This is an optimization exercise on Yosys and OpenROAD, whose aim is small area, not a production implementation. Where RTL was checked, it was by simulation tests only, not by an equivalence proof against the original. No functional check of the RTL was part of runs 1, 2 and 4. The flow treats the clock pin as an ideal source, which a real chip does not have. Power and IR drop assume default switching activity.

**design/flow/standard.sh**
```bash
#!/bin/bash
# synth_recipe.tcl (not shown) runs the flow's synth.tcl, then flattens the netlist and writes it again
# the make line also repeats each setting of config.mk as NAME=value (left out here)
make -C /OpenROAD-flow-scripts/flow DESIGN_CONFIG=/design/flow/config.mk WORK_HOME=/design/flow/orfs CLKGATE_MAP_FILE= SYNTH_SCRIPT=/design/flow/synth_recipe.tcl "${@:-finish}"
```
**design/flow/design.v**
```verilog
package state_enc_one_hot_pkg;
    localparam logic [5:0] PRE_FIRST_IDLE = 6'b000001;
    localparam logic [5:0] IDLE           = 6'b000010;
    localparam logic [5:0] START          = 6'b000100;
    localparam logic [5:0] DATA           = 6'b001000;
    localparam logic [5:0] PARITY         = 6'b010000;
    localparam logic [5:0] STOP           = 6'b100000;
endpackage
module Rx (
    input logic clk,
    input logic rst_n,
    input logic [10:0] dvsr,
    input logic Rx_din,
    output logic [7:0] Rx_dout,
    output logic Rx_done,
    output logic parity_error,
    output logic framing_error
);
    logic [3:0] st, st_q, st_d;
    logic [4:0] sub;
    logic [10:0] cnt;
    logic par;
    logic wait_start, term, tick, ev;
    assign wait_start = st[3] & st[1] & !(st[2] & st[0]);
    assign term = (cnt == 11'd1);
    assign tick = term & !wait_start;
    assign ev = tick & (&sub);
    always_ff @(posedge clk) begin
        cnt <= (wait_start | term) ? dvsr : cnt - 11'd1;
    end
    assign st = st_q ^ 4'b1011;
    always_comb begin
        if (wait_start) begin
            st_d = {1'b1, !Rx_din, 2'b11};
        end
        else begin
            st_d = (st + {3'd0, ev}) | {1'b0, ev & st[3] & !st[2] & st[0] & !Rx_din, 2'b00};
        end
    end
    always_ff @(posedge clk or negedge rst_n) begin
        if (!rst_n) begin
            st_q <= 4'd0;
        end
        else begin
            st_q <= st_d ^ 4'b1011;
        end
    end
    always_ff @(posedge clk) begin
        sub <= wait_start ? 5'd16 : sub + {4'd0, tick};
    end
    always_ff @(posedge clk) begin
        if (ev & !st[3]) begin
            Rx_dout <= {Rx_din, Rx_dout[7:1]};
        end
    end
    always_ff @(posedge clk or negedge rst_n) begin
        if (!rst_n) begin
            par <= 1'b0;
        end
        else begin
            par <= !wait_start & (par ^ (ev & Rx_din & !(st[3] & st[0])));
        end
    end
    assign Rx_done = st[3] & st[1] & !st[0];
    assign framing_error = st[3] & st[2] & !st[0];
    assign parity_error = par & st[3] & (st[1] ^ st[0]);
endmodule
module Tx (
    input logic clk,
    input logic rst_n,
    input logic [10:0] dvsr,
    input logic Tx_empty,
    input logic Tx_bit,
    output logic [2:0] Tx_bit_no,
    output logic Tx_dout,
    output logic Tx_done
);
    logic [3:0] st, st_q, st_d;
    logic [4:0] sub;
    logic [10:0] cnt;
    logic par;
    logic idle, not_busy, term, tick, ev;
    assign not_busy = st[3] & st[1] & !st[2];
    assign idle = not_busy & st[0];
    assign Tx_done = not_busy & !st[0];
    assign term = (cnt == 11'd1);
    assign tick = term & !not_busy;
    assign ev = tick & (&sub);
    assign Tx_bit_no = st[2:0];
    always_ff @(posedge clk) begin
        cnt <= (not_busy | term) ? dvsr : cnt - 11'd1;
    end
    assign st = st_q ^ 4'b1010;
    always_comb begin
        if (idle) begin
            st_d = {st[3], !Tx_empty, st[1:0]};
        end
        else begin
            st_d = st + {3'd0, ev | Tx_done};
        end
    end
    always_ff @(posedge clk or negedge rst_n) begin
        if (!rst_n) begin
            st_q <= 4'd0;
        end
        else begin
            st_q <= st_d ^ 4'b1010;
        end
    end
    always_ff @(posedge clk) begin
        sub <= not_busy ? 5'd0 : sub + {4'd0, tick};
    end
    always_ff @(posedge clk or negedge rst_n) begin
        if (!rst_n) begin
            par <= 1'b0;
            Tx_dout <= 1'b1;
        end
        else begin
            par <= !not_busy & (par ^ (ev & !st[3] & Tx_bit));
            if (!st[3]) begin
                Tx_dout <= Tx_bit;
            end
            else if (st[2]) begin
                Tx_dout <= 1'b0;
            end
            else begin
                Tx_dout <= st[1] | st[0] | par;
            end
        end
    end
endmodule
module FIFO (
    input logic clk,
    input logic rst_n,
    input logic wr_en,
    input logic rd_en,
    input logic [7:0] wr_data,
    input logic [2:0] rd_bit,
    output logic [7:0] head,
    output logic head_bit,
    output logic full,
    output logic empty
);
    logic [7:0] mem [0:7];
    logic [3:0] nlast;
    logic wr, rd;
    assign empty = !nlast[3];
    assign full = nlast[3] & !(|nlast[2:0]);
    assign wr = wr_en & !full;
    assign rd = rd_en & !empty;
    assign head = mem[~nlast[2:0]];
    assign head_bit = head[rd_bit];
    always_ff @(posedge clk or negedge rst_n) begin
        if (!rst_n) begin
            nlast <= 4'd0;
        end
        else if (wr & !rd) begin
            nlast <= nlast - 4'd1;
        end
        else if (rd & !wr) begin
            nlast <= nlast + 4'd1;
        end
    end
    always_ff @(posedge clk) begin
        if (wr) begin
            mem[0] <= wr_data;
            for (int i = 1; i < 8; i++) begin
                mem[i] <= mem[i - 1];
            end
        end
    end
endmodule
module top (
    input logic clk,
    input logic rst_n,
    input logic [15:0] dvsr,
    input logic Rx_din,
    input logic rd_uart,
    input logic wr_uart,
    input logic [7:0] wr_data,
    output logic [7:0] rd_data,
    output logic Tx_dout,
    output logic Rx_full,
    output logic Rx_empty,
    output logic Tx_full,
    output logic parity_error,
    output logic framing_error
);
    logic [7:0] Rx_dout;
    logic Rx_done;
    logic [7:0] Rx_head;
    logic Rx_head_bit;
    logic Tx_empty;
    logic Tx_done;
    logic Tx_bit;
    logic [2:0] Tx_bit_no;
    logic [7:0] Tx_head;
    Rx Rx_inst (
        .clk(clk),
        .rst_n(rst_n),
        .dvsr(dvsr[10:0]),
        .Rx_din(Rx_din),
        .Rx_dout(Rx_dout),
        .Rx_done(Rx_done),
        .parity_error(parity_error),
        .framing_error(framing_error)
    );
    FIFO Rx_fifo_inst (
        .clk(clk),
        .rst_n(rst_n),
        .wr_en(Rx_done),
        .rd_en(rd_uart),
        .wr_data(Rx_dout),
        .rd_bit(3'd0),
        .head(Rx_head),
        .head_bit(Rx_head_bit),
        .full(Rx_full),
        .empty(Rx_empty)
    );
    always_ff @(posedge clk or negedge rst_n) begin
        if (!rst_n) begin
            rd_data <= 8'd0;
        end
        else if (rd_uart & !Rx_empty) begin
            rd_data <= Rx_head;
        end
    end
    Tx Tx_inst (
        .clk(clk),
        .rst_n(rst_n),
        .dvsr(dvsr[10:0]),
        .Tx_empty(Tx_empty),
        .Tx_bit(Tx_bit),
        .Tx_bit_no(Tx_bit_no),
        .Tx_dout(Tx_dout),
        .Tx_done(Tx_done)
    );
    FIFO Tx_fifo_inst (
        .clk(clk),
        .rst_n(rst_n),
        .wr_en(wr_uart),
        .rd_en(Tx_done),
        .wr_data(wr_data),
        .rd_bit(Tx_bit_no),
        .head(Tx_head),
        .head_bit(Tx_bit),
        .full(Tx_full),
        .empty(Tx_empty)
    );
endmodule
```
**design/flow/flow/run.sh**
```bash
#!/bin/bash
# Standard layout, with 1x port buffers and a smaller clock tree without dummy loads.
set -e
export BUFFER_PORTS_ARGS="-buffer_cell sky130_fd_sc_hd__buf_1"
export CTS_ARGS="-sink_clustering_enable -repair_clock_nets -dont_use_dummy_load -buf_list sky130_fd_sc_hd__clkbuf_8"
bash standard.sh > standard.log 2>&1
```
**design/flow/config.mk**
```make
export PLATFORM = sky130hd
export DESIGN_NAME = top
export DESIGN_NICKNAME = top
export VERILOG_FILES = /design/flow/design.v
export SDC_FILE = /design/flow/constraint.sdc
export NUM_CORES = 4
export LEC_CHECK = 0
export CAP_MARGIN = 20
export CORE_MARGIN = 2
export CORE_UTILIZATION = 70
export PLACE_DENSITY = 0.85
export SLEW_MARGIN = 20
```
**design/flow/constraint.sdc**
```tcl
create_clock -name core_clock -period 10.0 [get_ports {clk}]
set_input_delay 2.0000 -clock core_clock [delete_from_list [all_inputs] [get_ports {clk}]]
set_output_delay 2.0000 -clock core_clock [all_outputs]
set_load 0.01 [all_outputs]
```
==> run summary, run 1 <==
Job:
- The number of maximum-capacitance constraint violations is 0.

Setup path:
- The family of cells with the greatest summed delay on the critical path is flip-flops.
- The element type at the critical path start is a flop.
- For this run, the slowest stage of the critical path takes 0.80 ns.
- The buffers plus inverters on the worst setup path is 2.
- The largest individual stage delay along the critical path comes from the cell dfrtp_1.
- At the worst endpoint, the required time is 8.00 ns.
- Of all nets on the critical path, the largest fanout is 21.
- The endpoint class of the critical path is a primary output.
- The category of the most critical setup path is flop to primary output.
- The signal on the critical path passes through clkinv_1 > and3_1 > buf_1.
- STA puts the critical path data arrival time at 2.24 ns.

STA:
- The peak clock frequency supported by timing is 0.236 GHz.
- Subtracting the final worst setup slack from the clock period gives 4.24 ns.
- The worst-case clock skew is 0.0141 ns.
- After layout, the worst setup slack is 5.76 ns.
- Setup repair after global routing left no endpoint under its margin.
- The max-slew violation count is 0.
- The final count of negative-setup-slack endpoints is 0.
- Setup total negative slack on the finished layout was measured at 0 ns.
- After layout, the worst path uses 42.4% of the clock period.
- At the pin with the least slew margin, the transition time is 1.01 ns.
- The hold violation total from the final report is 0.
- Headroom to the max-slew limit came out at 32.4%.

Drt:
- The count of nets left with antenna violations after detail routing is 0.
- The first routing iteration left 578 violations.
- Using the TritonRoute via totals, the vias-per-cell ratio works out to 6.27.
- The vias after detailed routing is 4919.
- The final routed wire length divided by cell count is 18.3 um.
- Summed over all layers, the routed wires come to 14400 um.
- In the routed design, unresolved DRC markers number 0.
- For this run, the detailed router's first-pass iteration total came to 5.

Final layout:
- The antenna diode instance count is 0.
- The share of final-layout standard cells stronger than drive strength 1 is 8.26%.
- Once layout is complete, the cells apart from fillers number 785.
- At the end of the flow, the number of nets in the layout was 693.
- After routing the design area is 0.00858 sq mm.
- Compared with the post-synthesis result, the final layout area differs by 5.97%.

Logic synthesis:
- The commonest cells after synthesis are 136 x edfxtp_1, 51 x nand2_1, 45 x nor2_1.
- The post-synthesis sequential element count is 195.
- The number of enable-type register cells in the synthesized netlist is 136.
- The fraction of post-synthesis cell area in the top cell type by area is 50.4%.
- The largest total area in the synthesized netlist belongs to edfxtp_1.
- The count of warnings emitted by yosys is 5.
- The per-instance average area after synthesis is 13.4 sq um.
- The synthesized netlist net count is 654.
- Among all cell types in the netlist, the one instantiated most often is edfxtp_1.
- The count of mapped cells out of synthesis is 605.
- In the synthesized netlist the dominant register cell turns out to be edfxtp_1.
- The count of unique library cells instantiated by Yosys is 64.
- After synthesis, the cell types taking the most area are edfxtp_1 50%, dfrtp_1 8.0%, dfxtp_1 7.9%.
- Summing the sequential cell areas from Yosys gives 66.7% of the chip area.
- For this run, asynchronously set or reset flops after synthesis account for 13.8%.
- The cell area that synthesis handed to floorplanning was 0.00810 sq mm.

Global route:
- The wire length of the first global-routing pass is 23900 um.
- Global routing consumed, over all layers together, 24.5% of the routing resources.
- The largest net degree at the start of global routing is 66.
- The via count of the first global-routing pass is 4844.
- The number of antenna violations at the first check in global routing is 0.
- Summed over all layers, the global routing overflow is 0.

Clock network:
- The clock reaches the later pin of the worst-skew pair after 0.45 ns.
- The clock tree buffer depth is 2.
- The number of clock sinks is 195.
- Counting the buffers created by CTS gives 17.
- The number of cells upsized or downsized after cts is 0.
- TritonCTS built the clock tree.
- The cell chosen for the clock root is clkbuf_8.
- The H-tree generated during clock tree synthesis spans 4 levels.
- After clock tree synthesis, the clock-pin slew on the worst setup and hold paths is 0.08 ns.
- The hold buffer count at cts is 0.
- The setup fix buffers added after clock tree synthesis is 0.

Die:
- The die covers 0.0124 sq mm.
- The width of the die is 112 um.
- Once the floorplan was initialized, standard cells occupied 71.2% of the core.
- The area inside the core boundary is 0.0114 sq mm.
- The initialized floorplan defines 39 standard-cell rows.
- The die boundary height is 112 um.
- The number of ports placed on the die boundary is 43.

Outcome:
- The run finished with no timing, DRC or antenna violations.

Power:
- After layout, the design draws a total of 2.19 mW.
- The leakage power is 3.02 nW.
- VDD sags by at most 0.157 mV.
- Power spread over the standard cell area amounts to 255 mW/mm^2.

Placed design:
- Once placement finished, the instance area stood at 0.00834 sq mm.
- At the placement stage, the worst setup path has a slack of 5.68 ns.
- The sum of net half-perimeters after detailed placement is 9700 um.
- Port buffering added 37 buffers.
- The number of instances in the placed design is 768.
- The routability-driven placement congestion ratio is 0.822.

Worst hold path:
- In this run the worst hold path is classified as flop to flop.
-- cell type report --
cell class | count | area, sq um
sequential | 195 | 5400
tap | 143 | 179
multi-input combinational | 370 | 2510
inverter | 16 | 60.1
clock buffer | 17 | 234
timing repair buffer | 44 | 191
fill | 675 | 2790
-- final timing paths --
| kind | from | endpoint | slack, ns | cells past startpoint |
|---|---|---|---|---|
| min reg2reg | Tx_fifo_inst.mem[1][2] | Tx_fifo_inst.mem[2][2] | 0.44 | 0 |
| max | Rx_fifo_inst.nlast[1] | Rx_full | 5.76 | 3 |
| max in group asynchronous | rst_n | Tx_inst.Tx_dout | 8.13 | 2 |
| min in group asynchronous | rst_n | Tx_fifo_inst.nlast[2] | 1.56 | 2 |
| min | Tx_fifo_inst.mem[1][2] | Tx_fifo_inst.mem[2][2] | 0.44 | 0 |
| max reg2reg | Rx_fifo_inst.nlast[1] | Rx_fifo_inst.nlast[3] | 6.15 | 11 |
-- state kept, by name, indices dropped and copies added, names as in the netlist, 2 cells and up, named ones only --
name	cells
Tx_inst.cnt	11
Tx_fifo_inst.nlast	4
Rx_fifo_inst.mem	64
Rx_inst.st_q	4
Tx_inst.st_q	2
Rx_fifo_inst.nlast	4
Rx_inst.Rx_dout	8
Tx_inst.sub	5
Tx_fifo_inst.mem	64
rd_data	8
Rx_inst.cnt	11
Rx_inst.sub	5
-- layer usage --
metal	vias up	global-route usage (%)	share of wire [%]
met1	2378	34.7	43
met5	-	0	0
met2	213	38.5	49
met3	22	6.26	6.8
met4	0	6.83	1.1
li1	2306	-	-
-- logic make-up (layout without fill, tap and decap cells) --
group	Yosys count	after routing	share of synthesized area [%]
DFF	195	195	66.7
muxes	29	29	4.20
and+or+nand+nor	168	168	10.0
xor gates and xnor gates	35	35	3.79
adders and majority gates	20	20	3.28
buffers and inverters	40	77	2.41
AOI/OAI and AO/OA	118	118	9.55
-- per-stage QoR --
| stage | util [%] | hold slack, ns |
|---|---|---|
| detailed placement | 73.4 | 0.430 |
| global placement | 73.4 | 0.423 |
| floorplan | - | 0.400 |
| finish | 75.4 | 0.441 |
| CTS | 75.4 | 0.446 |
| global route | 75.4 | 0.449 |
-- power by group --
part | internal [mW] | total, mW | switching (mW)
Sequential | 1.02 | 1.17 | 0.150
Combinational | 0.268 | 0.641 | 0.374
Clock | 0.151 | 0.376 | 0.225
-- layout by cell type, fill, tap and decap left out, types with 5 or more instances in the layout --
master    netlist  layout
nand2_1        51      51
xnor2_1        21      21
inv_1          13      13
mux2i_1        10      10
nor3_1         11      11
buf_1           2      37
nand2b_1        6       6
nor4_1          7       6
dfrtp_1        26      26
buf_4           2       7
a22oi_1         7       7
nor2b_1         8       7
nor2_1         45      45
edfxtp_1      136     136
and3_1          6       6
xor2_1         14      14
a31oi_1         7       7
mux2_2         12      12
clkbuf_8        0      17
ha_1           18      18
o22ai_1         7       7
o21ai_0        35      35
a21oi_1        25      25
nand3_1        13      13
dfxtp_1        32      32
and2_1          5       5
-- worst reg2reg max path, cell delays in order (launching register included) --
cell and delay [ns]:
dfrtp_1 0.80, clkinv_1 0.53, and3_1 0.34, nor4_2 0.14, buf_4 0.68, ha_1 0.36, ha_1 0.25, a21o_1 0.18
a21oi_1 0.17, xnor2_1 0.13, nor2_1 0.06, xnor2_1 0.12
==> inputs of run 2 (changes only) <==
==> design/flow/flow/run.sh (replaced) <==
#!/bin/bash
# The standard layout with three changes:
#  - synthesis maps the logic with an area-oriented ABC script (flow/abc_map.script);
#    everything else in synthesis, and so every register, is as in the standard synthesis
#  - port buffers are buf_1
#  - the clock tree is built from clkbuf_8 without dummy loads
set -e
rm -rf scripts_area
cp -r "$FLOW_HOME/scripts" scripts_area
cp flow/abc_map.script scripts_area/abc_speed.script
SCRIPTS_DIR=$PWD/scripts_area bash standard.sh synth > synth.log 2>&1
export BUFFER_PORTS_ARGS="-buffer_cell sky130_fd_sc_hd__buf_1"
export CTS_ARGS="-sink_clustering_enable -repair_clock_nets -dont_use_dummy_load -buf_list sky130_fd_sc_hd__clkbuf_8"
bash standard.sh > standard.log 2>&1
==> design/flow/flow/abc_map.script (new file) <==
&get -n
&st
&dch
&nf -R 1000
&put
==> run 2 against run 1 <==
Net effect:
- still clean on timing, DRC and antenna
- wire length is 2.3% lower
- first-iteration DRC count is 9.2% lower
- cell count is 6.0% lower
- final area is 4.5% lower
- critical path type unchanged
- critical endpoint unchanged
- highest routed layer unchanged
==> run summary, run 2 <==
Outcome:
- The run finished with no timing, DRC or antenna violations.

Final layout:
- In the final design database the tool counted 653 nets.
- Compared with the post-synthesis result, the final layout area differs by 8.29%.
- The library cell used most frequently in the layout, excluding fill and tap cells, is edfxtp_1.
- The count of placed standard cells in the final layout, fillers left out is 738.
- Of the cells placed in the final design, the portion with a size suffix greater than 1 is 4.98%.
- The number of filler cells placed in the layout is 622.
- Leaving out fill and tap cells, the most frequent cells in the layout are 136 x edfxtp_1, 37 x nand2_1, 37 x buf_1.
- 0 antenna diodes ended up in the layout.
- The largest registers in the layout are Rx_fifo_inst.mem (64), Tx_fifo_inst.mem (64).

Die:
- The die boundary height is 108 um.
- The die is 108 um wide.
- The floorplan has 37 rows.
- The area inside the core boundary is 0.0104 sq mm.
- The floorplan die area is 0.0117 sq mm.
- During I/O placement, the number of pins put on the boundary was 43.
- For this configuration, the core starts out at a cell density of 72.6%.

STA:
- Setup repair after global routing left no endpoint under its margin.
- The max-slew violation count came to 0.
- Based on the critical path, the design can be clocked at up to 0.248 GHz.
- The minimum clock period is 4.03 ns.
- The clock arrives with 0.0200 ns of skew.
- For the pin with the worst max-slew slack, the measured transition is 1.08 ns.
- Setup total negative slack on the finished layout was measured at 0 ns.
- The hold violation total from the final report is 0.
- Of the available clock period, the critical path in the final layout requires 40.3%.
- The worst relative slew slack is 27.6%.
- Setup violations remaining at the end of the flow were counted as 0.

Global route:
- The first global-routing pass estimated 22100 um of wire.
- Global routing consumed, over all layers together, 25.5% of the routing resources.
- The number of antenna violations at the first check in global routing came to 0.
- Entering global routing, the biggest net connects 66 pins.
- The via count of the first global-routing pass came to 4632.
- The overall overflow remaining after global route is 0.

Clock network:
- CTS built an H-tree with a depth of 4.
- After clock tree synthesis, the clock-pin slew on the worst setup and hold paths is 0.08 ns.
- The clock tree buffer depth is 2.
- The cell chosen for the clock root is clkbuf_8.
- Clock latency on the worst-skew pair, taken at its later pin, is 0.45 ns.
- TritonCTS built the clock tree.
- The number of clock sinks is 195.
- Clock tree synthesis inserted a total of 17 buffers.
- The hold buffer count at cts is 0.
- The setup fix buffers added after clock tree synthesis is 0.
- The number of cells upsized or downsized after cts is 0.

Power:
- Power comes to 1.73 mW.
- Across the VDD grid, the largest voltage drop is 0.145 mV.
- In this run the power density over the cells is 211 mW/mm^2.
- Summed over all cells, the static leakage comes to 2.86 nW.

Setup path:
- The family of cells with the greatest summed delay on the critical path is simple AND/OR/NAND/NOR gates.
- Counting cells, the worst reg-to-reg path comes to 11.
- The cell with the largest stage delay on the worst path is nor3_2.
- The terminus of the critical flop-to-flop path is Rx_fifo_inst.nlast[3].
- The delay contributed by the slowest stage of the critical path is 0.64 ns.
- The flop-to-flop setup slack is 6.72 ns.
- STA classifies the critical path startpoint as a flop.
- In this run the critical register-to-register path is launched from Rx_fifo_inst.nlast[1].
- The signal on the critical path passes through nor3_2 > and2_0 > buf_1.
- Of all nets on the critical path, the largest fanout is 9.
- The endpoint class of the critical path is a primary output.
- Data on the critical path arrives at its endpoint at 2.03 ns.
- The buffers plus inverters on the worst setup path is 1.
- The setup path with the least slack is of type flop to primary output.
- For the worst setup path, the data required time is 8.00 ns.

Logic synthesis:
- The commonest cells after synthesis are 136 x edfxtp_1, 37 x nand2_1, 36 x nor2_1, 36 x o21ai_0, 32 x dfxtp_1.
- The count of unique library cells instantiated by Yosys is 38.
- Dividing the synthesized area by the synthesized cell count gives 14.0 sq um.
- The part of the Yosys area used for sequential elements is 71.4%.
- Of all flip-flops after synthesis, the portion carrying an async set or reset was 13.8%.
- In the post-synthesis netlist, the biggest area contributors are edfxtp_1 54%, dfrtp_1 8.6%, dfxtp_1 8.5%.
- edfxtp_1 is the most common cell in the netlist.
- The synthesized netlist net count is 589.
- The count of mapped cells out of synthesis is 540.
- The flip-flop cell with the highest count after synthesis is edfxtp_1.
- The number of enable-type register cells in the synthesized netlist is 136.
- The post-synthesis sequential element count is 195.
- After synthesis, the largest area contributor takes up 54.0% of total cell area.
- The netlist area before placement is 0.00756 sq mm.
- The count of warnings emitted by yosys is 5.
- Of all cell types, the one taking the most synthesized area is edfxtp_1.

Worst hold path:
- The terminating pin of the worst hold path is Rx_fifo_inst.mem[0][0].
- Counting instances, the worst hold path has a depth of 0.
- The worst min-delay path startpoint is Rx_inst.Rx_dout[0].
- The tightest min-delay check is of the flop to flop type.

Drt:
- The average vias per placed instance is 6.43.
- The first TritonRoute pass finished after 6 iterations.
- The starting DRC count in detailed routing is 525.
- The vias after detailed routing is 4743.
- Once detail routing completed, the nets flagged for antenna violations numbered 0.
- The final layout contains routed wiring with a total length of 14000 um.
- The final routed wire length divided by cell count is 19.0 um.
- The number of design rule violations left after detail routing is 0.

Placed design:
- During placement, the flow inserted port buffers numbering 37.
- Counting tap cells, the placed design contains a total of 721 instances.
- Detailed placement ended at an HPWL of 9600 um.
- Routability-driven placement finished with a final weighted congestion of 0.834.

Job:
- The number of maximum-capacitance constraint violations is 0.
## run 2: cell types whose count changed in the layout (fill, tap and decap cells not counted), moves of 9 or more
cell | previous run | this run
mux2_2 | 12 | 0
a22oi_1 | 7 | 24
nor2_1 | 45 | 36
clkinv_1 | 1 | 15
a222oi_1 | 0 | 13
nand2_1 | 51 | 37
inv_1 | 13 | 0
nand3_1 | 13 | 23
mux2i_1 | 10 | 0
## run 2: metrics by stage
step	hold slack, ns	utilization (%)	setup slack, ns	area (sq um)
final	0.422	78.6	5.97	8190
after global routing	0.443	78.6	5.82	8190
after CTS	0.424	78.5	5.58	8180
after detailed placement	0.424	76.3	5.75	7950
after global placement	0.406	76.3	5.85	7950
after floorplan	0.400	-	1.07	7560
## run 2: power breakdown
group          switching [mW]  internal, mW
registers              0.0729         0.969
logic                   0.189         0.124
clock network           0.223         0.150
## run 2: cells by family (layout without fill, tap and decap cells)
group / after synthesis / count (layout) / synth area share (%)
and+or+nand+nor: 146 / 146 / 9.15
adders and majority gates: 20 / 20 / 3.51
muxes: 1 / 1 / 0.149
xor gates and xnor gates: 29 / 29 / 3.36
AOI/OAI and AO/OA: 134 / 134 / 11.7
buffers and inverters: 15 / 77 / 0.744
DFF: 195 / 195 / 71.4
## run 2: worst max path at each step
stage / from / end / slack, ns / cells past startpoint
detailed placement: wr_uart / Tx_fifo_inst.nlast[3] / 5.75 / 10
CTS: Rx_fifo_inst.nlast[1] / Rx_full / 5.58 / 3
global route: Rx_fifo_inst.nlast[1] / Rx_full / 5.82 / 3
global placement: wr_uart / Tx_fifo_inst.nlast[3] / 5.85 / 10
floorplan: Rx_fifo_inst.nlast[2] / Rx_fifo_inst.nlast[3] / 1.07 / 10
finish: Rx_fifo_inst.nlast[1] / Rx_full / 5.97 / 3
## run 2: layer usage
layer | up-vias | global-route usage [%] | share of wire (%)
met5 | - | 0 | 0
met4 | 0 | 10.2 | 1.7
met3 | 21 | 6.57 | 6.6
met2 | 187 | 41.3 | 51
met1 | 2325 | 33.7 | 41
li1 | 2210 | - | -
## run 2: area by class of cell
type	count	area [sq um]	share of cell area [%]
clock buffer	17	234	2.86
inverter	15	56.3	0.687
multi-input combinational	330	2130	26.0
sequential	195	5400	65.9
tap	136	170	2.08
timing repair buffer	45	199	2.43
==> inputs of run 3 (changes only) <==
--- a/design/flow/design.v
+++ b/design/flow/design.v
@@ -18,3 +18,3 @@
 );
-    logic [3:0] st, st_q, st_d;
+    logic [3:0] st;
     logic [4:0] sub;
@@ -30,17 +30,11 @@
     end
-    assign st = st_q ^ 4'b1011;
-    always_comb begin
-        if (wait_start) begin
-            st_d = {1'b1, !Rx_din, 2'b11};
-        end
-        else begin
-            st_d = (st + {3'd0, ev}) | {1'b0, ev & st[3] & !st[2] & st[0] & !Rx_din, 2'b00};
-        end
-    end
-    always_ff @(posedge clk or negedge rst_n) begin
-        if (!rst_n) begin
-            st_q <= 4'd0;
-        end
-        else begin
-            st_q <= st_d ^ 4'b1011;
+    always_ff @(posedge clk or negedge rst_n) begin
+        if (!rst_n) begin
+            st <= 4'd11;
+        end
+        else if (wait_start) begin
+            st <= {1'b1, !Rx_din, 2'b11};
+        end
+        else begin
+            st <= (st + {3'd0, ev}) | {1'b0, ev & st[3] & !st[2] & st[0] & !Rx_din, 2'b00};
         end
@@ -77,3 +71,3 @@
 );
-    logic [3:0] st, st_q, st_d;
+    logic [3:0] st;
     logic [4:0] sub;
@@ -92,17 +86,11 @@
     end
-    assign st = st_q ^ 4'b1010;
-    always_comb begin
-        if (idle) begin
-            st_d = {st[3], !Tx_empty, st[1:0]};
-        end
-        else begin
-            st_d = st + {3'd0, ev | Tx_done};
-        end
-    end
-    always_ff @(posedge clk or negedge rst_n) begin
-        if (!rst_n) begin
-            st_q <= 4'd0;
-        end
-        else begin
-            st_q <= st_d ^ 4'b1010;
+    always_ff @(posedge clk or negedge rst_n) begin
+        if (!rst_n) begin
+            st <= 4'd10;
+        end
+        else if (idle) begin
+            st[2] <= !Tx_empty;
+        end
+        else begin
+            st <= st + {3'd0, ev | Tx_done};
         end
@@ -144,9 +132,9 @@
     logic [7:0] mem [0:7];
-    logic [3:0] nlast;
+    logic [3:0] last;
     logic wr, rd;
-    assign empty = !nlast[3];
-    assign full = nlast[3] & !(|nlast[2:0]);
+    assign empty = last[3];
+    assign full = !last[3] & (&last[2:0]);
     assign wr = wr_en & !full;
     assign rd = rd_en & !empty;
-    assign head = mem[~nlast[2:0]];
+    assign head = mem[last[2:0]];
     assign head_bit = head[rd_bit];
@@ -154,9 +142,9 @@
         if (!rst_n) begin
-            nlast <= 4'd0;
+            last <= 4'd15;
         end
         else if (wr & !rd) begin
-            nlast <= nlast - 4'd1;
+            last <= last + 4'd1;
         end
         else if (rd & !wr) begin
-            nlast <= nlast + 4'd1;
+            last <= last - 4'd1;
         end
==> design/flow/flow/run.sh (replaced) <==
#!/bin/bash
# Standard layout, with 1x port buffers and a smaller clock tree without dummy loads.
set -e
export BUFFER_PORTS_ARGS="-buffer_cell sky130_fd_sc_hd__buf_1"
export CTS_ARGS="-sink_clustering_enable -repair_clock_nets -dont_use_dummy_load -buf_list sky130_fd_sc_hd__clkbuf_8"
bash standard.sh > standard.log 2>&1
--- a/design/flow/config.mk
+++ b/design/flow/config.mk
@@ -9,4 +9,3 @@
 export CORE_MARGIN = 2
-export CORE_UTILIZATION = 70
-export PLACE_DENSITY = 0.85
+export CORE_UTILIZATION = 40
 export SLEW_MARGIN = 20
removed: design/flow/flow/abc_map.script
==> run 3 against run 2 <==
Net effect:
- register-to-register slack worse by 0.90 ns
- global-route usage shrank 12 points
- highest routed layer unchanged
- critical path type unchanged
- hold slack gained 0.0099 ns
- wire length fell by 0.21%
- setup slack got worse by 0.81 ns
- via count fell by 1.3%
- area after synthesis up 8.1%
==> run summary, run 3 <==
Outcome:
- The run finished with no timing, DRC or antenna violations.

Clock network:
- Gates resized during post-CTS repair numbered 0.
- The number of clock sinks is 195.
- The clock passes through at most 2 buffers.
- After clock tree synthesis, the setup repair step added 0 buffers.
- After clock tree synthesis, the flow added hold-fix buffers numbering 0.
- Clock tree synthesis inserted a total of 17 buffers.
- TritonCTS built the clock tree.
- CTS built an H-tree with a depth of 4.
- The cell chosen for the clock root is clkbuf_8.
- After clock tree synthesis, the clock-pin slew on the worst setup and hold paths is 0.10 ns.
- The clock latency of the later-clocked register in the worst-skew pair is 0.46 ns.

Worst hold path:
- The worst hold path class is flop to flop.
- The terminating pin of the worst hold path is Rx_inst.Rx_dout[6].
- The worst hold path was traced through 0 stages.
- In this run the most critical hold path is launched from Rx_inst.Rx_dout[7].

Setup path:
- For the worst setup path, the data required time is 8.00 ns.
- The element type at the critical path start is a flop.
- The critical path is of the flop to primary output type.
- The largest fanout on the critical path is 28.
- The endpoint class of the critical path is a primary output.
- The data arrival time of the worst path is 2.84 ns.
- The worst register-to-register path has a depth of 12.
- The terminus of the critical flop-to-flop path is Rx_fifo_inst.last[3].
- The flop-to-flop setup slack is 5.82 ns.
- The reg-to-reg startpoint is Rx_fifo_inst.last[0].

Die:
- The initial utilization of the core area, before any placement, comes to 40.6%.
- Row generation in the floorplan step produced 52 rows.
- The floorplan die area is 0.0216 sq mm.
- The die is 147 um tall.
- 43 I/O pins were placed.
- The area inside the core boundary is 0.0202 sq mm.
- The width of the die is 147 um.

Final layout:
- In the final layout, the registers with the most flip-flops are Rx_fifo_inst.mem (64), Tx_fifo_inst.mem (64).
- Summing all multi-input logic gate instances after layout gives 0.00262 sq mm.
- Summing all flip-flop and latch instances after layout gives 0.00542 sq mm.
- The count of nets after finishing is 686.
- The post-synthesis to final-layout area growth is 7.94%.
- The library cell used most frequently in the layout, excluding fill and tap cells, is edfxtp_1.
- Of the cells placed in the final design, the portion with a size suffix greater than 1 is 10.2%.
- Leaving out fill and tap cells, the most frequent cells in the layout are 136 x edfxtp_1, 46 x nor2_1, 41 x nand2_1.
- The antenna diode instance count is 0.
- After filler insertion, the fill cell instance count of the layout stands at 1830.
- The post-route cell area is 0.00883 sq mm.

Logic synthesis:
- The number of different library cells used by synthesis comes to 56.
- During synthesis, Yosys emitted a total of 5 warnings.
- The cell count after synthesis came out at 602.
- Ranked by instance count, the synthesized netlist is headed by 136 x edfxtp_1, 46 x nor2_1, 41 x nand2_1.
- The number of enable-type register cells in the synthesized netlist is 136.
- The fraction of post-synthesis cell area in the top cell type by area is 49.9%.
- The share of synthesized registers carrying an async set or reset is 13.8%.
- The cell area that synthesis handed to floorplanning was 0.00818 sq mm.
- In the synthesized netlist the dominant register cell turns out to be edfxtp_1.
- edfxtp_1 takes more of the synthesized area than any other cell.
- In the post-synthesis netlist, the biggest area contributors are edfxtp_1 50%, dfxtp_1 7.8%, dfstp_2 4.5%.
- The number of nets in the synthesized netlist is 651.
- The post-synthesis sequential element count is 195.
- In the post-synthesis netlist, the cell with the most instances is edfxtp_1.
- The per-instance average area after synthesis is 13.6 sq um.
- The part of the Yosys area used for sequential elements is 66.2%.

Placed design:
- At the end of routability-driven placement, the weighted congestion stood at 0.799.
- The port buffer count is 37.
- Detailed placement finished with a half-perimeter wire length of 9060 um.
- The cell area after placement is 0.00860 sq mm.

Drt:
- The starting DRC count in detailed routing is 261.
- The vias after detailed routing is 4683.
- The count of nets left with antenna violations after detail routing is 0.
- For this run, design rule violations remaining after detail routing come to 0.
- The first detailed-routing pass ran for 4 iterations.
- The average vias per placed instance is 5.17.
- Dividing the detail-routed wire length by the instance count gives 15.5 um.
- For this block, the routed nets add up to 14000 um of wire.

Power:
- In this run the static leakage power is 3.13 nW.
- The worst-case IR drop observed on VDD is 0.123 mV.
- The power per unit of standard cell area is 237 mW/mm^2.
- Total power for the finished layout comes to 2.09 mW.

STA:
- The sum of negative setup slack is 0 ns.
- Setup repair after global routing left no endpoint under its margin.
- For this run, the top clock speed supported by timing is 0.207 GHz.
- At the pin with the least slew margin, the transition time is 0.791 ns.
- The max-slew violation count is 0.
- Setup violations remaining at the end of the flow were counted as 0.
- The smallest clock period supported by the final layout is computed as 4.84 ns.
- The worst relative slew slack is 47.3%.
- The final critical path takes up 48.4% of the cycle.
- The hold violation total from the final report was 0.
- On the final layout, the worst clock skew is 0.0269 ns.

Job:
- The number of maximum-capacitance constraint violations is 0.

Global route:
- The via count of the first global-routing pass is 4691.
- Entering global routing, the biggest net connects 66 pins.
- Summed over all layers, the global routing overflow is 0.
- The number of antenna violations at the first check in global routing was 0.
- In the global route stage, overall resource usage came out at 13.4%.
- The first global-routing pass estimated 23000 um of wire.
run 3: cell types whose count changed after synthesis, sizes merged, moves of 11 or more:
cell    delta
a222oi    -13
buf       +11
clkbuf    +13
mux2      +13
a22oi     -17
inv       +15
clkinv    -14
mux2i     +17
dfstp     +13
dfrtp     -13
run 3: kinds of logic after synthesis:
group,synth area share [%]
multiplexers,5.93
flip-flops,66.2
adder cells (fa/ha/maj),3.24
XOR/XNOR,3.64
AND/OR/NAND/NOR,10.9
AO/OA/AOI/OAI,8.05
buffers and inverters,2.05
run 3: critical path, cell delays in order, from the launching register on:
cell and delay (ns):
dfstp_2 0.97, clkinv_1 0.47, nor3_1 0.71, buf_1 0.22
run 3: routing by layer:
layer	global-route usage [%]	wire length, um
met1	18.2	6850
met2	21.2	6520
met3	3.45	458
met4	3.99	163
met5	0	0
run 3: worst max path at each step:
stage                           endpoint                  from  depth (start not counted)
floorplan           Rx_fifo_inst.last[3]  Rx_fifo_inst.last[0]                         13
global placement                 Rx_full  Rx_fifo_inst.last[0]                          3
detailed placement               Rx_full  Rx_fifo_inst.last[0]                          3
CTS                              Rx_full  Rx_fifo_inst.last[0]                          3
global route                     Rx_full  Rx_fifo_inst.last[0]                          3
finish                           Rx_full  Rx_fifo_inst.last[0]                          3
run 3: area by class of cell:
type	count	area share (%)
sequential	195	61.4
multi-input combinational	367	29.6
tap	270	3.83
clock buffer	17	2.65
timing repair buffer	40	1.84
inverter	16	0.680
run 3: where the power goes:
part / internal (mW) / total, mW / switching [mW]
combinational: 0.262 / 0.496 / 0.234
sequential: 1.01 / 1.21 / 0.196
clock: 0.151 / 0.387 / 0.236
run 3: metrics by stage:
| step | setup slack (ns) | hold WS [ns] | utilization, % | instances |
|---|---|---|---|---|
| 2_1_floorplan | 0.795 | 0.400 | - | 602 |
| 3_3_place_gp | 5.70 | 0.410 | 42.6 | 888 |
| 3_5_place_dp | 5.66 | 0.418 | 42.6 | 888 |
| 4_1_cts | 5.13 | 0.434 | 43.8 | 905 |
| 5_1_grt | 4.99 | 0.452 | 43.8 | 905 |
| 6_report | 5.16 | 0.432 | 43.8 | 905 |
==> inputs of run 4 (changes only) <==
--- a/design/flow/design.v
+++ b/design/flow/design.v
@@ -18,3 +18,3 @@
 );
-    logic [3:0] st;
+    logic [3:0] st, st_q, st_d;
     logic [4:0] sub;
@@ -30,11 +30,17 @@
     end
-    always_ff @(posedge clk or negedge rst_n) begin
-        if (!rst_n) begin
-            st <= 4'd11;
-        end
-        else if (wait_start) begin
-            st <= {1'b1, !Rx_din, 2'b11};
-        end
-        else begin
-            st <= (st + {3'd0, ev}) | {1'b0, ev & st[3] & !st[2] & st[0] & !Rx_din, 2'b00};
+    assign st = st_q ^ 4'b1011;
+    always_comb begin
+        if (wait_start) begin
+            st_d = {1'b1, !Rx_din, 2'b11};
+        end
+        else begin
+            st_d = (st + {3'd0, ev}) | {1'b0, ev & st[3] & !st[2] & st[0] & !Rx_din, 2'b00};
+        end
+    end
+    always_ff @(posedge clk or negedge rst_n) begin
+        if (!rst_n) begin
+            st_q <= 4'd0;
+        end
+        else begin
+            st_q <= st_d ^ 4'b1011;
         end
@@ -71,3 +77,3 @@
 );
-    logic [3:0] st;
+    logic [3:0] st, st_q, st_d;
     logic [4:0] sub;
@@ -86,11 +92,17 @@
     end
-    always_ff @(posedge clk or negedge rst_n) begin
-        if (!rst_n) begin
-            st <= 4'd10;
-        end
-        else if (idle) begin
-            st[2] <= !Tx_empty;
-        end
-        else begin
-            st <= st + {3'd0, ev | Tx_done};
+    assign st = st_q ^ 4'b1010;
+    always_comb begin
+        if (idle) begin
+            st_d = {st[3], !Tx_empty, st[1:0]};
+        end
+        else begin
+            st_d = st + {3'd0, ev | Tx_done};
+        end
+    end
+    always_ff @(posedge clk or negedge rst_n) begin
+        if (!rst_n) begin
+            st_q <= 4'd0;
+        end
+        else begin
+            st_q <= st_d ^ 4'b1010;
         end
@@ -132,9 +144,9 @@
     logic [7:0] mem [0:7];
-    logic [3:0] last;
+    logic [3:0] nlast;
     logic wr, rd;
-    assign empty = last[3];
-    assign full = !last[3] & (&last[2:0]);
+    assign empty = !nlast[3];
+    assign full = nlast[3] & !(|nlast[2:0]);
     assign wr = wr_en & !full;
     assign rd = rd_en & !empty;
-    assign head = mem[last[2:0]];
+    assign head = mem[~nlast[2:0]];
     assign head_bit = head[rd_bit];
@@ -142,9 +154,9 @@
         if (!rst_n) begin
-            last <= 4'd15;
+            nlast <= 4'd0;
         end
         else if (wr & !rd) begin
-            last <= last + 4'd1;
+            nlast <= nlast - 4'd1;
         end
         else if (rd & !wr) begin
-            last <= last - 4'd1;
+            nlast <= nlast + 4'd1;
         end
==> design/flow/flow/run.sh (replaced) <==
#!/bin/bash
# The standard layout with three changes:
#  - synthesis maps the logic with an area-oriented ABC script (flow/abc_map.script);
#    everything else in synthesis, and so every register, is as in the standard synthesis
#  - port buffers are buf_1
#  - the clock tree is built from clkbuf_4 without dummy loads, then buffers whose
#    sinks see a slow edge are upsized (flow/clk_fix.tcl)
set -e
rm -rf scripts_area
cp -r "$FLOW_HOME/scripts" scripts_area
cp flow/abc_map.script scripts_area/abc_speed.script
SCRIPTS_DIR=$PWD/scripts_area bash standard.sh synth > synth.log 2>&1
export BUFFER_PORTS_ARGS="-buffer_cell sky130_fd_sc_hd__buf_1"
export CTS_ARGS="-sink_clustering_enable -repair_clock_nets -dont_use_dummy_load -buf_list sky130_fd_sc_hd__clkbuf_4"
export POST_CTS_TCL=$PWD/flow/clk_fix.tcl
bash standard.sh > standard.log 2>&1
==> design/flow/flow/abc_map.script (new file) <==
&get -n
&st
&dch
&nf -R 1000
&put
==> design/flow/flow/clk_fix.tcl (new file) <==
set clk_slew_target 0.110
set next_size {sky130_fd_sc_hd__clkbuf_1 sky130_fd_sc_hd__clkbuf_2
               sky130_fd_sc_hd__clkbuf_2 sky130_fd_sc_hd__clkbuf_4
               sky130_fd_sc_hd__clkbuf_4 sky130_fd_sc_hd__clkbuf_8
               sky130_fd_sc_hd__clkbuf_8 sky130_fd_sc_hd__clkbuf_16}
set lib_cells {}
foreach {from to} $next_size { dict set lib_cells $from $to }

proc pin_slew { pin } {
  return [expr max([get_property $pin slew_max_rise], [get_property $pin slew_max_fall])]
}

set_propagated_clock [all_clocks]
for {set iter 0} {$iter < 40} {incr iter} {
  estimate_parasitics -placement
  set worst 0
  set worst_drv ""
  foreach inst [get_cells clkbuf_*] {
    set m [get_property $inst ref_name]
    if {![dict exists $lib_cells $m]} { continue }
    set out [get_pins -of_objects $inst -filter "direction==output"]
    set net [get_nets -of_objects $out]
    foreach p [get_pins -of_objects $net -filter "direction==input"] {
      set s [pin_slew $p]
      if {$s > $worst} { set worst $s; set worst_drv $inst }
    }
  }
  puts "clk_fix: iteration $iter worst sink slew [format %.1f [expr $worst * 1000]] ps at [get_full_name $worst_drv]"
  if {$worst <= $clk_slew_target || $worst_drv eq ""} { break }
  # upsize the driver, or the buffer feeding it when the driver's own input is slow
  set drv $worst_drv
  set in [get_pins -of_objects $drv -filter "direction==input"]
  set innet [get_nets -of_objects $in]
  set up [lindex [get_pins -of_objects $innet -filter "direction==output"] 0]
  if {$up ne "" && [pin_slew $in] > $clk_slew_target} {
    set updrv [get_cells -of_objects $up]
    if {[dict exists $lib_cells [get_property $updrv ref_name]]} { set drv $updrv }
  }
  set m [get_property $drv ref_name]
  puts "clk_fix: [get_full_name $drv] $m -> [dict get $lib_cells $m]"
  replace_cell $drv [dict get $lib_cells $m]
}
detailed_placement
check_placement -verbose
--- a/design/flow/config.mk
+++ b/design/flow/config.mk
@@ -9,3 +9,4 @@
 export CORE_MARGIN = 2
-export CORE_UTILIZATION = 40
+export CORE_UTILIZATION = 70
+export PLACE_DENSITY = 0.85
 export SLEW_MARGIN = 20
==> run 4 against run 3 <==
Net effect:
- clock power decreased by 8.8%
- sequential share of layout area increased by 4.8 points
- non-clock buffer count increased by 5
- power decreased by 18%
- via count increased by 1.3%
- critical endpoint unchanged
- highest routed layer unchanged
==> run summary, run 4 <==
Outcome:
- The flow ran to the end and the layout has no timing, DRC or antenna violations.

Drt:
- The final routed wire length divided by cell count is 18.8 um.
- After the first detailed-routing iteration, the DRC count stood at 513.
- In the routed layout, each cell is associated on average with a via count of 6.43.
- The count of nets left with antenna violations after detail routing is 0.
- The number of design rule violations left after detail routing is 0.
- The final route contains 4746 vias.
- The detailed-route wire length is 13900 um.
- The first-pass iteration count of the detailed router is 8.

Die:
- The floorplan step defined a die boundary enclosing 0.0117 sq mm.
- The number of ports placed on the die boundary is 43.
- The width of the die is 108 um.
- The area inside the core boundary is 0.0104 sq mm.
- In this run the vertical extent of the chip is 108 um.
- Once the floorplan was initialized, standard cells occupied 72.6% of the core.
- Row generation in the floorplan step produced 37 rows.

Setup path:
- The data arrival time of the worst path is 1.99 ns.
- The worst-case reg-to-reg path depth is 11.
- The delay contributed by the slowest stage of the critical path is 0.64 ns.
- The element type at the critical path start is a flop.
- The worst setup path is of the flop to primary output kind.
- The buffers plus inverters on the worst setup path is 1.
- STA classifies the critical path endpoint as a primary output.
- The instance count on the critical path is 3.
- The critical path goes through nor3_2 > and2_0 > buf_1.
- The critical path data required time is 8.00 ns.
- The cell with the largest stage delay on the worst path is nor3_2.
- The kind of cell with the highest combined delay along the critical path is simple AND/OR/NAND/NOR gates.
- In this run the worst path has a maximum fanout of 9.

Final layout:
- The antenna diode instance count is 0.
- The count of placed standard cells in the final layout, fillers left out is 738.
- The commonest non-fill, non-tap cell in the layout is edfxtp_1.
- In the layout the commonest cells are 136 x edfxtp_1, 37 x nand2_1, 37 x buf_1.
- The post-synthesis to final-layout area growth is 7.86%.
- Summing all non-filler instances in the final layout gives an area of 0.00816 sq mm.
- For this run, the share of the core covered by cells in the final layout is 78.3%.
- The count of nets after finishing is 653.
- The share of final-layout standard cells stronger than drive strength 1 is 4.98%.
- Counting the fill cells in the layout gives 630.
- In the final layout, the registers with the most flip-flops are Rx_fifo_inst.mem (64), Tx_fifo_inst.mem (64).

Global route:
- Entering global routing, the biggest net connects 66 pins.
- The first global-routing pass estimated 21900 um of wire.
- The number of antenna violations at the first check in global routing came to 0.
- The via count of the first global-routing pass came to 4608.
- For this run the aggregate overflow at the end of global routing stands at 0.
- The combined global-route utilization of all metal layers is 25.1%.

Power:
- In this run the static leakage power is 2.85 nW.
- VDD sags by at most 0.133 mV.
- The overall power consumption is 1.71 mW.
- In this run the power density over the cells is 209 mW/mm^2.

Logic synthesis:
- Ranked by total cell area, the synthesized netlist is headed by edfxtp_1 54%, dfrtp_1 8.6%, dfxtp_1 8.5%.
- The count of warnings emitted by yosys is 5.
- Among all flip-flop cells after synthesis, the most frequent one is edfxtp_1.
- After synthesis the cells add up to 0.00756 sq mm.
- The synthesized design contains 136 enable-type register cells.
- The fraction of post-synthesis cell area in the top cell type by area is 54.0%.
- In the post-synthesis netlist, the cell with the most instances is edfxtp_1.
- The share of synthesized registers carrying an async set or reset is 13.8%.
- In this run, synthesis produced a sequential element count of 195.
- Synthesis produced 540 cells.
- The synthesized design spends more area on one cell type than any other, namely edfxtp_1.
- Dividing the synthesized area by the synthesized cell count gives 14.0 sq um.
- The synthesized netlist net count is 589.
- The count of unique library cells instantiated by Yosys is 38.
- The part of the Yosys area used for sequential elements is 71.4%.
- Ranked by instance count, the synthesized netlist is headed by 136 x edfxtp_1, 37 x nand2_1, 36 x nor2_1, 36 x o21ai_0, 32 x dfxtp_1.

Placed design:
- The number of placed instances, taps included, is 721.
- After legalization and detailed placement, the total HPWL measured 9600 um.
- The routability-driven placement congestion ratio is 0.834.
- In this run the tool buffered the top-level ports with 37 buffer cells.
- The cell area after placement is 0.00795 sq mm.

STA:
- The hold violation total from the final report is 0.
- In this run the tightest slew margin relative to its limit is 25.5%.
- For the final database, setup skew stands at 0.0369 ns.
- The slew of the pin with the lowest slew margin is 1.11 ns.
- Setup repair after global routing left no endpoint under its margin.
- The minimum clock period is 3.99 ns.
- The final count of negative-setup-slack endpoints is 0.
- The sum of negative setup slack is 0 ns.
- The post-route clock period utilization is 39.9%.
- Static timing analysis puts the maximum clock frequency at 0.251 GHz.
- The max-slew violation count was 0.

Worst hold path:
- The worst hold path was traced through 0 stages.
- The worst hold path belongs to the class flop to flop.

Clock network:
- For the worst-skew pair, the clock arrives at the later sink with an insertion delay of 0.39 ns.
- Clock tree synthesis found a total of 195 sinks.
- TritonCTS built the clock tree.
- The clock-pin slew on the worst setup and hold paths is 0.11 ns.

Job:
- The tool flagged a number of max-cap violations equal to 0.
[run 4: changes by cell type in the layout (fill, tap and decap cells not counted), sizes merged, moves of 9 or more]
cell,before,now
mux2,14,1
nor2,46,36
inv,15,0
a222oi,0,13
clkinv,1,15
o22ai,9,0
dfrtp,13,26
dfstp,14,1
mux2i,17,0
a22oi,7,24
[run 4: final cells by class]
class                   count  area (sq um)  area share (%)
clock buffers              17           201            2.47
inverters                  15          56.3           0.690
multi-input cells         330          2130            26.1
flip-flops and latches    195          5400            66.2
well taps                 136           170            2.09
repair buffers             45           199            2.44
[run 4: power by group]
| group | switching (mW) | leakage (nW) | internal (mW) |
|---|---|---|---|
| registers | 0.0730 | 1.89 | 0.969 |
| clock network | 0.221 | 0.109 | 0.132 |
| logic | 0.188 | 0.851 | 0.124 |
[run 4: per-stage QoR]
stage / worst slack, ns / hold slack (ns)
after global routing: 5.88 / 0.436
final: 6.01 / 0.420
after floorplan: 1.07 / 0.400
after global placement: 5.85 / 0.406
after detailed placement: 5.75 / 0.424
[run 4: metal layers]
layer / track usage (%) / vias to the layer above / share of wire [%]
met2: 41.2 / 197 / 51
met3: 5.97 / 20 / 6.9
met5: 0 / - / 0
met1: 33.2 / 2320 / 41
li1: - / 2209 / -
met4: 9.62 / 0 / 1.5
[run 4: cell families after synthesis]
kind of cell / Yosys count / share of synthesized area (%)
flip-flops: 195 / 71.4
AND/OR/NAND/NOR: 146 / 9.15
AO/OA/AOI/OAI: 134 / 11.7
XOR/XNOR: 29 / 3.36
adder cells (fa/ha/maj): 20 / 3.51
buffers and inverters: 15 / 0.744
multiplexers: 1 / 0.149
[run 4: path summary, 6_finish.rpt]
kind / slack, ns / start / endpoint
worst max-delay path: 6.01 / Rx_fifo_inst.nlast[1] / Rx_full
worst min-delay path: 0.42 / Rx_fifo_inst.mem[0][7] / Rx_fifo_inst.mem[1][7]
worst max register to register: 6.71 / Rx_fifo_inst.nlast[1] / Rx_fifo_inst.nlast[3]
worst min register to register: 0.42 / Rx_fifo_inst.mem[0][7] / Rx_fifo_inst.mem[1][7]
max in group asynchronous: 8.07 / rst_n / Tx_inst.Tx_dout
min in group asynchronous: 1.60 / rst_n / Rx_fifo_inst.nlast[0]
==> inputs of run 5 (changes only) <==
--- a/design/flow/design.v
+++ b/design/flow/design.v
@@ -19,2 +19,18 @@
     logic [3:0] st, st_q, st_d;
+    function automatic logic [3:0] inc4(input logic [3:0] x, input logic en);
+        logic c;
+        c = en;
+        for (int i = 0; i < 4; i++) begin
+            inc4[i] = x[i] ^ c;
+            c = c & x[i];
+        end
+    endfunction
+    function automatic logic [4:0] inc5(input logic [4:0] x, input logic en);
+        logic c;
+        c = en;
+        for (int i = 0; i < 5; i++) begin
+            inc5[i] = x[i] ^ c;
+            c = c & x[i];
+        end
+    endfunction
     logic [4:0] sub;
@@ -36,3 +52,3 @@
         else begin
-            st_d = (st + {3'd0, ev}) | {1'b0, ev & st[3] & !st[2] & st[0] & !Rx_din, 2'b00};
+            st_d = inc4(st, ev) | {1'b0, ev & st[3] & !st[2] & st[0] & !Rx_din, 2'b00};
         end
@@ -48,3 +64,3 @@
     always_ff @(posedge clk) begin
-        sub <= wait_start ? 5'd16 : sub + {4'd0, tick};
+        sub <= wait_start ? 5'd16 : inc5(sub, tick);
     end
@@ -77,3 +93,19 @@
 );
-    logic [3:0] st, st_q, st_d;
+    logic [3:0] st;
+    function automatic logic [3:0] inc4(input logic [3:0] x, input logic en);
+        logic c;
+        c = en;
+        for (int i = 0; i < 4; i++) begin
+            inc4[i] = x[i] ^ c;
+            c = c & x[i];
+        end
+    endfunction
+    function automatic logic [4:0] inc5(input logic [4:0] x, input logic en);
+        logic c;
+        c = en;
+        for (int i = 0; i < 5; i++) begin
+            inc5[i] = x[i] ^ c;
+            c = c & x[i];
+        end
+    endfunction
     logic [4:0] sub;
@@ -92,21 +124,15 @@
     end
-    assign st = st_q ^ 4'b1010;
-    always_comb begin
-        if (idle) begin
-            st_d = {st[3], !Tx_empty, st[1:0]};
-        end
-        else begin
-            st_d = st + {3'd0, ev | Tx_done};
-        end
-    end
-    always_ff @(posedge clk or negedge rst_n) begin
-        if (!rst_n) begin
-            st_q <= 4'd0;
-        end
-        else begin
-            st_q <= st_d ^ 4'b1010;
-        end
-    end
-    always_ff @(posedge clk) begin
-        sub <= not_busy ? 5'd0 : sub + {4'd0, tick};
+    always_ff @(posedge clk or negedge rst_n) begin
+        if (!rst_n) begin
+            st <= 4'd10;
+        end
+        else if (idle) begin
+            st[2] <= !Tx_empty;
+        end
+        else begin
+            st <= inc4(st, ev | Tx_done);
+        end
+    end
+    always_ff @(posedge clk) begin
+        sub <= not_busy ? 5'd0 : inc5(sub, tick);
     end
--- a/design/flow/flow/run.sh
+++ b/design/flow/flow/run.sh
@@ -1,5 +1,6 @@
 #!/bin/bash
-# The standard layout with three changes:
-#  - synthesis maps the logic with an area-oriented ABC script (flow/abc_map.script);
-#    everything else in synthesis, and so every register, is as in the standard synthesis
+# The standard layout with these changes:
+#  - synthesis maps all logic, adders included, with an area-oriented ABC script
+#    (flow/abc_map.script) instead of ORFS's adder cells and speed script; everything
+#    else in synthesis, and so every register, is as in the standard synthesis
 #  - port buffers are buf_1
@@ -11,3 +12,3 @@
 cp flow/abc_map.script scripts_area/abc_speed.script
-SCRIPTS_DIR=$PWD/scripts_area bash standard.sh synth > synth.log 2>&1
+SCRIPTS_DIR=$PWD/scripts_area bash standard.sh ADDER_MAP_FILE= synth > synth.log 2>&1
 export BUFFER_PORTS_ARGS="-buffer_cell sky130_fd_sc_hd__buf_1"
==> design/flow/flow/abc_map.script (replaced) <==
&get -n
&st
&dc2
&dch -f
&nf -R 1000 -p -F 8 -A 4 -C 32
&put
--- a/design/flow/config.mk
+++ b/design/flow/config.mk
@@ -7,6 +7,6 @@
 export LEC_CHECK = 0
-export CAP_MARGIN = 20
+export CAP_MARGIN = 0
 export CORE_MARGIN = 2
-export CORE_UTILIZATION = 70
-export PLACE_DENSITY = 0.85
-export SLEW_MARGIN = 20
+export CORE_UTILIZATION = 85
+export PLACE_DENSITY = 0.95
+export SLEW_MARGIN = 0
==> run 5 against run 4 <==
Net effect:
- the run now fails in clock tree synthesis (4_1_cts)
- area after synthesis fell by 2.9%
- synthesized cell count down 4.4%
==> run summary, run 5 <==
Placed design:
- The port buffer count is 37.
- At the end of routability-driven placement, the weighted congestion stood at 0.845.
- After legalization and detailed placement, the total HPWL measured 12700 um.

Logic synthesis:
- The count of mapped cells out of synthesis is 516.
- The library cell occupying the most area in the post-synthesis netlist is edfxtp_1.
- The count of unique library cells instantiated by Yosys is 42.
- The count of warnings emitted by yosys is 5.
- Of the post-synthesis cell area, the dominant cell type holds 55.6%.
- In this run, synthesis inferred 136 flip-flops with an integrated enable.
- The netlist area before placement is 0.00734 sq mm.
- Counting flops with an async set or reset pin after synthesis yields a share of 13.8%.
- Sorting the synthesized cells by how often they occur yields 136 x edfxtp_1, 37 x a21oi_1, 33 x nor2_1, 33 x o21ai_0, 32 x dfxtp_1.
- Summing the sequential cell areas from Yosys gives 73.6% of the chip area.
- The per-instance average area after synthesis is 14.2 sq um.
- edfxtp_1 is the most common cell in the netlist.
- The synthesized netlist net count is 545.
- By area the synthesized netlist is led by edfxtp_1 56%, dfxtp_1 8.7%, dfrtp_1 8.2%.
- The synthesized design contains 195 register bits.
- For this run, the leading register cell type out of synthesis is edfxtp_1.

Outcome:
- The first error in the log reads "[ERROR DPL-0033] detailed placement checks failed during check placement".
- The stopping stage is clock tree synthesis (4_1_cts).
- The flow did not finish.

Clock network:
- The clock net in this run drives a total of 195 sinks.

Die:
- In this run the count of I/O pins placed on the die edge is 43.
- The width of the die is 97.0 um.
- The floorplan has 33 rows.
- The die boundary height is 97.0 um.
- The initial utilization of the core area, before any placement, comes to 88.5%.
[run 5: through the flow]
stage	power (mW)	instances	setup slack (ns)	utilization, %	cell area [sq um]
2_1_floorplan	1.34	516	5.44	-	7340
3_3_place_gp	1.47	668	6.47	92.7	7700
3_5_place_dp	1.56	668	6.33	92.7	7700
[run 5: power by group through the flow]
stage	clock network [mW]	logic [mW]	registers [mW]
after global placement	0	0.402	1.07
after detailed placement	0	0.465	1.09
after floorplan	0	0.278	1.06
[run 5: worst max path at each step]
stage	cells after the start	end	slack, ns	startpoint
floorplan	7	Rx_fifo_inst.nlast[1]	5.44	Rx_fifo_inst.nlast[0]
global placement	7	Tx_fifo_inst.nlast[3]	6.47	wr_uart
detailed placement	7	Tx_fifo_inst.nlast[3]	6.33	wr_uart
[run 5: cell families after synthesis]
family / Yosys count / share of synthesized area, %
AO/OA/AOI/OAI: 146 / 13.0
XOR/XNOR: 24 / 2.86
adder cells (fa/ha/maj): 2 / 0.273
buffers and inverters: 6 / 0.307
flip-flops: 195 / 73.6
multiplexers: 2 / 0.307
AND/OR/NAND/NOR: 141 / 9.64
==> inputs of run 6 (changes only) <==
--- a/design/flow/config.mk
+++ b/design/flow/config.mk
@@ -9,3 +9,3 @@
 export CORE_MARGIN = 2
-export CORE_UTILIZATION = 85
+export CORE_UTILIZATION = 80
 export PLACE_DENSITY = 0.95
==> run 6 against run 5 <==
Net effect:
- now clean on timing, DRC and antenna
- area after synthesis unchanged
- synthesized cell count unchanged
==> run summary, run 6 <==
STA:
- At the pin with the least slew margin, the transition time is 1.09 ns.
- The max-slew violation count came to 0.
- The hold violation total from the final report was 0.
- For the final database, setup skew stands at 0.0404 ns.
- The post-route worst setup slack is 6.31 ns.
- The sum of negative setup slack is 0 ns.
- The worst relative slew slack is 27.4%.
- Setup repair after global routing left no endpoint under its margin.
- The minimum clock period is 3.69 ns.
- Timing would allow up to 0.271 GHz.
- Hold timing on the final database bottoms out at a slack of 0.435 ns.
- Setup violations remaining at the end of the flow were counted as 0.
- The post-route clock period utilization is 36.9%.

Setup path:
- Of all nets on the critical path, the largest fanout is 13.
- The data arrival time of the worst path is 1.69 ns.
- The flop-to-flop setup slack is 7.00 ns.
- In this run the worst setup path begins at Tx_fifo_inst.nlast[0].
- The endpoint identified for the worst register-to-register timing path is Tx_inst.par.
- The startpoint identified for the worst register-to-register timing path is Tx_fifo_inst.nlast[1].
- Data on the critical path is required at its endpoint by 8.00 ns.
- STA classifies the critical path endpoint as a primary output.
- The worst-case reg-to-reg path depth is 12.
- Following the worst setup path forward leads to its endpoint at Tx_full.
- The worst setup path is launched from a flop.
- The critical path is of the flop to primary output type.

Global route:
- The combined global-route utilization of all metal layers is 36.1%.
- Entering global routing, the biggest net connects 67 pins.
- The met1 routing resource usage after global routing is 47.0%.
- The via count of the first global-routing pass is 4875.
- The global routing met2 resource utilization is 60.0%.
- The global routing's busiest layer is met2.
- The number of antenna violations at the first check in global routing is 1.
- The met3 usage is 8.50%.
- Summed over all layers, the global routing overflow is 0.
- The wire length of the first global-routing pass is 26400 um.

Logic synthesis:
- When the netlist entered floorplanning its net count stood at 545.
- The part of the Yosys area used for sequential elements is 73.6%.
- The per-instance average area after synthesis is 14.2 sq um.
- The flip-flop cell with the highest count after synthesis is edfxtp_1.
- Of all cell types, the one taking the most synthesized area is edfxtp_1.
- In this run, synthesis inferred 136 flip-flops with an integrated enable.
- Yosys attributes the largest share of cell area to edfxtp_1 56%, dfxtp_1 8.7%, dfrtp_1 8.2%.
- The fraction of post-synthesis cell area in the top cell type by area is 55.6%.
- The share of synthesized registers carrying an async set or reset is 13.8%.
- The count of warnings emitted by yosys is 5.
- Sorting the synthesized cells by how often they occur yields 136 x edfxtp_1, 37 x a21oi_1, 33 x nor2_1, 33 x o21ai_0, 32 x dfxtp_1.
- The count of mapped cells out of synthesis is 516.
- The count of unique library cells instantiated by Yosys is 42.
- The netlist area before placement is 0.00734 sq mm.
- The most frequent cell after synthesis is edfxtp_1.
- The post-synthesis sequential element count is 195.

Clock network:
- The clock latency of the later-clocked register in the worst-skew pair is 0.40 ns.
- The number of clock sinks is 195.
- TritonCTS built the clock tree.
- Clock-pin slew was measured on the worst setup and hold paths at 0.12 ns.

Drt:
- The number of design rule violations left after detail routing is 0.
- Dividing the detail-routed via count by the number of cells gives 7.39.
- The first detailed-routing pass ran for 8 iterations.
- The vias after detailed routing is 5091.
- The final routed wire length divided by cell count is 24.8 um.
- The count of nets left with antenna violations after detail routing is 0.
- The starting DRC count in detailed routing is 895.
- For this block, the routed nets add up to 17100 um of wire.

Final layout:
- The commonest non-fill, non-tap cell in the layout is edfxtp_1.
- In the layout the commonest cells are 136 x edfxtp_1, 37 x a21oi_1, 37 x buf_1.
- The count of nets after finishing is 611.
- The post-synthesis to final-layout area growth is 7.80%.
- The largest registers in the layout are Rx_fifo_inst.mem (64), Tx_fifo_inst.mem (64).
- The share of final-layout standard cells stronger than drive strength 1 is 5.52%.
- The count of placed standard cells in the final layout, fillers left out is 689.

Placed design:
- At the placement stage, the worst setup path has a slack of 6.39 ns.
- In this run the tool buffered the top-level ports with 37 buffer cells.
- Detailed placement ended at an HPWL of 10100 um.
- At the end of routability-driven placement, the weighted congestion stood at 0.828.
- The number of instances in the placed design is 671.

Die:
- The starting utilization of the core area is 83.4%.
- The floorplan die area is 0.00996 sq mm.
- The die is 99.8 um tall.
- For this design the top-level I/O count stands at 43.
- The floorplan step set the die width to 99.8 um.
- The area inside the core boundary is 0.00881 sq mm.
- The initialized floorplan defines 34 standard-cell rows.

Job:
- The number of maximum-capacitance constraint violations is 0.

Power:
- The overall power consumption is 1.92 mW.
- The power per unit of standard cell area is 242 mW/mm^2.
- The analysis attributes to cell leakage a power of 2.71 nW.
- VDD sags by at most 0.151 mV.

Outcome:
- The flow ran to the end and the layout has no timing, DRC or antenna violations.

Worst hold path:
- The tightest min-delay check is of the flop to flop type.
==> run 6: cell counts after synthesis <==
No cell type changed its count.
==> run 6: metrics by stage <==
step | cell area [sq um] | util (%)
after global placement | 7700 | 87.5
final | 7920 | 89.9
after detailed placement | 7700 | 87.5
after global routing | 7920 | 89.9
after floorplan | 7340 | -
==> run 6: where the power goes <==
part	switching (mW)	internal, mW	total (mW)
Sequential	0.104	0.972	1.08
Combinational	0.291	0.170	0.461
Clock	0.241	0.141	0.381
Total	0.635	1.28	1.92
==> run 6: how the worst min path moves through the flow <==
| stage | startpoint | end | cells past startpoint |
|---|---|---|---|
| 6_report | Tx_fifo_inst.mem[2][1] | Tx_fifo_inst.mem[3][1] | 0 |
| 5_1_grt | Tx_fifo_inst.mem[1][3] | Tx_fifo_inst.mem[2][3] | 0 |
| 3_5_place_dp | Tx_fifo_inst.mem[6][5] | Tx_fifo_inst.mem[7][5] | 0 |
| 3_3_place_gp | Rx_inst.Rx_dout[0] | Rx_fifo_inst.mem[0][0] | 0 |
| 2_1_floorplan | Rx_inst.Rx_dout[0] | Rx_fifo_inst.mem[0][0] | 0 |
==> run 6: per-layer routing <==
layer  share of wire [%]  routed length [um]
met5                   0                   0
met4                 3.7                 635
met3                  11                1880
met2                  51                8680
met1                  34                5890
==> run 6: cell families (layout without fill, tap and decap cells) <==
group	after synthesis	count (layout)	synth area share [%]
AO/OA/AOI/OAI	146	146	13.0
XOR/XNOR	24	24	2.86
adder cells (fa/ha/maj)	2	2	0.273
buffers and inverters	6	70	0.307
flip-flops	195	195	73.6
multiplexers	2	2	0.307
other	0	1	0
AND/OR/NAND/NOR	141	141	9.64
==> run 6: worst max-delay path: stages, from the launching register on <==
cell and delay (ns):
dfrtp_1 0.56, nor3_1 0.33, and2_0 0.25, buf_1 0.18
==> run 6: area by class of cell <==
type	instances	area (sq um)
well taps	108	135
multi-input cells	315	1930
inverters	6	22.5
clock buffers	17	214
fillers	333	888
diodes	1	2.50
repair buffers	47	214
flip-flops and latches	195	5400

-- what the ideal ports hide --
How much do the figures lean on ideal ports? The routed layouts below were timed once more, with nothing changed but the port constraints.
Step 1: set_driving_cell puts a clkbuf_16 on clk and a buf_2 on each other input, an assumption about the parent block.
Step 2 moves the port delays by t, midway between the first and last clock arrival at a register: inputs arrive t later, outputs are due t later. That takes back most of the time a late clock gives input paths.
a / b / c = ideal / step 1 / step 2; a / b = the first two.
| run | shift t [ns] | setup slack, ns | pins driven straight from the clock port |
|---|---|---|---|
| run 1 | 0.477 | 5.760 / 5.723 / 5.673 | 1 |
| run 2 | 0.479 | 5.967 / 5.931 / 5.642 | 1 |
| run 3 | 0.481 | 5.162 / 5.124 / 5.605 | 1 |
| run 4 | 0.414 | 6.012 / 5.971 / 5.714 | 1 |
| run 6 | 0.422 | 6.312 / 6.272 / 6.338 | 1 |
After both steps setup and hold are still met in every run listed. The setup slack of run 2, which loses most, moves by -0.036 ns with the drivers and by -0.325 ns with both steps.
